This is an optimization exercise on Yosys and OpenROAD, whose aim is small area, not a production implementation. Only simulation tests tie the RTL to the original design; equivalence was not proved. No activity file was given, so power comes from the tool's default toggle rates.

==> inputs of run a <==
## ACTIVEPRO
module ACTIVEPRO (
    input       RESET,
    input       SYS_CLOCK,                
    output reg  ACTIVE_DATA ,             
    output reg  ACTIVE_CLOCK,             
    input [511:0] ACTIVE_MESSAGE,         
    input [5:0] ACTIVE_CHANNEL,           
    input  ACTIVE_WR                      
    );
==> flow/config.mk <==
export PLATFORM = sky130hd
export DESIGN_NAME = ACTIVEPRO
export DESIGN_NICKNAME = ACTIVEPRO
export VERILOG_FILES = /design/flow/design.v
export SDC_FILE = /design/flow/constraint.sdc
export NUM_CORES = 4
export LEC_CHECK = 0
export CAP_MARGIN = 20
export CORE_MARGIN = 2
export CORE_UTILIZATION = 50
export CTS_BUF_LIST = sky130_fd_sc_hd__clkbuf_16
export CTS_CLUSTER_DIAMETER = 80
export CTS_CLUSTER_SIZE = 30
export PLACE_DENSITY = 0.6
export SLEW_MARGIN = 20
==> flow/constraint.sdc <==
create_clock -name core_clock -period 10.0 [get_ports {SYS_CLOCK}]
set_input_delay 2.0000 -clock core_clock [delete_from_list [all_inputs] [get_ports {SYS_CLOCK}]]
set_output_delay 2.0000 -clock core_clock [all_outputs]
set_load 0.01 [all_outputs]
standard.sh (not shown) runs the stock make flow with config.mk's settings and CLKGATE_MAP_FILE= SYNTH_SCRIPT=/design/flow/synth_recipe.tcl, a recipe that flattens the netlist after the stock synthesis.
==> flow/flow/run.sh <==
#!/bin/bash
# Standard layout, with the port buffers made from the smallest buffer cell.
set -euo pipefail
export BUFFER_PORTS_ARGS="-buffer_cell sky130_fd_sc_hd__buf_1"
bash standard.sh finish > standard_flow.log 2>&1
==> inputs of run b, as changes to run a <==
--- a/flow/config.mk
+++ b/flow/config.mk
@@ -5,11 +5,11 @@
 export SDC_FILE = /design/flow/constraint.sdc
 export NUM_CORES = 4
 export LEC_CHECK = 0
-export CAP_MARGIN = 20
+export CAP_MARGIN = 0
 export CORE_MARGIN = 2
 export CORE_UTILIZATION = 50
 export CTS_BUF_LIST = sky130_fd_sc_hd__clkbuf_16
 export CTS_CLUSTER_DIAMETER = 80
 export CTS_CLUSTER_SIZE = 30
 export PLACE_DENSITY = 0.6
-export SLEW_MARGIN = 20
+export SLEW_MARGIN = 0
==> flow_metrics.py <==
metrics = {
    "sta": {
        "clock.fmax_ghz": 0.261,
        "fin_ws_ns": 6.18,
    },
    "power_and_ir_drop": {
        "pwr-share-seq_pct": 63.1,
        "power_switching_mw": 0.984,
    },
    "layout": {
        "fin_cells": 2314,
        "mostFrequentLayoutCells": "sky130_fd_sc_hd__dfxtp_1, sky130_fd_sc_hd__buf_1, sky130_fd_sc_hd__o22ai_1, sky130_fd_sc_hd__nand4_1, sky130_fd_sc_hd__nor3_1",
        "final-clk-cell-share_pct": 3.28,
        "register_area_mm2": 0.0107,
    },
    "routing": {
        "drt_pre_antenna_iters": 5,
    },
    "run_status": {
        "run_status": "no timing/DRC/antenna violations",
    },
    "setup_path": {
        "critPathLaunch": "cnt[1]",
        "r2r_slack_ns": 6.18,
        "critPathMaxFanout": 21,
    },
}
the above is filed under run b

==> flow_metrics.py <==
metrics = {
    "power_and_ir_drop": {
        "power_switching_mw": 0.986,
        "pwr-share-seq_pct": 63.0,
    },
    "layout": {
        "mostFrequentLayoutCells": "sky130_fd_sc_hd__dfxtp_1, sky130_fd_sc_hd__buf_1, sky130_fd_sc_hd__o22ai_1, sky130_fd_sc_hd__nand4_1, sky130_fd_sc_hd__nor3_1",
        "fin_cells": 2315,
        "final-clk-cell-share_pct": 3.28,
        "register_area_mm2": 0.0107,
    },
    "setup_path": {
        "critPathLaunch": "cnt[3]",
        "critPathMaxFanout": 17,
        "r2r_slack_ns": 6.51,
    },
    "synth": {
        "mux_cell_area_share_after_synthesis_pct": 2.68,
    },
    "place": {
        "detailedPlacementHpwl_mm": 35.3,
    },
    "sta": {
        "fin_ws_ns": 6.51,
        "clock.fmax_ghz": 0.286,
    },
    "global_routing": {
        "grt_usage_pct": 27.1,
    },
    "routing": {
        "drt_pre_antenna_iters": 6,
    },
    "run_status": {
        "run_status": "no timing/DRC/antenna violations",
    },
}
the above is filed under run a

re-timing with driven ports:
Ports are ideal in the flow. The routed layouts listed here were re-timed in OpenROAD.
Step 1, drivers: a clkbuf_16 drives SYS_CLOCK and a buf_2 each remaining input, both assumed.
Step 2 adds t to the input delays and takes it off the output delays; t is the mean of the earliest and latest rising clock arrival at the registers after step 1. Input paths then give back, and output paths get back, about the clock's delay inside the block.
Slacks: ideal / step 1 / step 2; pairs: ideal / step 1.
run	t, ns	setup WS [ns]	hold slack, ns	slew at the worst register clock pin (ns)	cell pins on the clock port's net
run a	0.595	6.510 / 6.510 / 6.125	0.418 / 0.418 / 0.418	0.12 / 0.12	1
run b	0.595	6.176 / 6.176 / 6.092	0.420 / 0.420 / 0.420	0.11 / 0.11	1
After both steps setup and hold are still met in every run listed. The setup slack of run a, which loses most, moves by 0.000 ns with the drivers and by -0.385 ns with both steps.
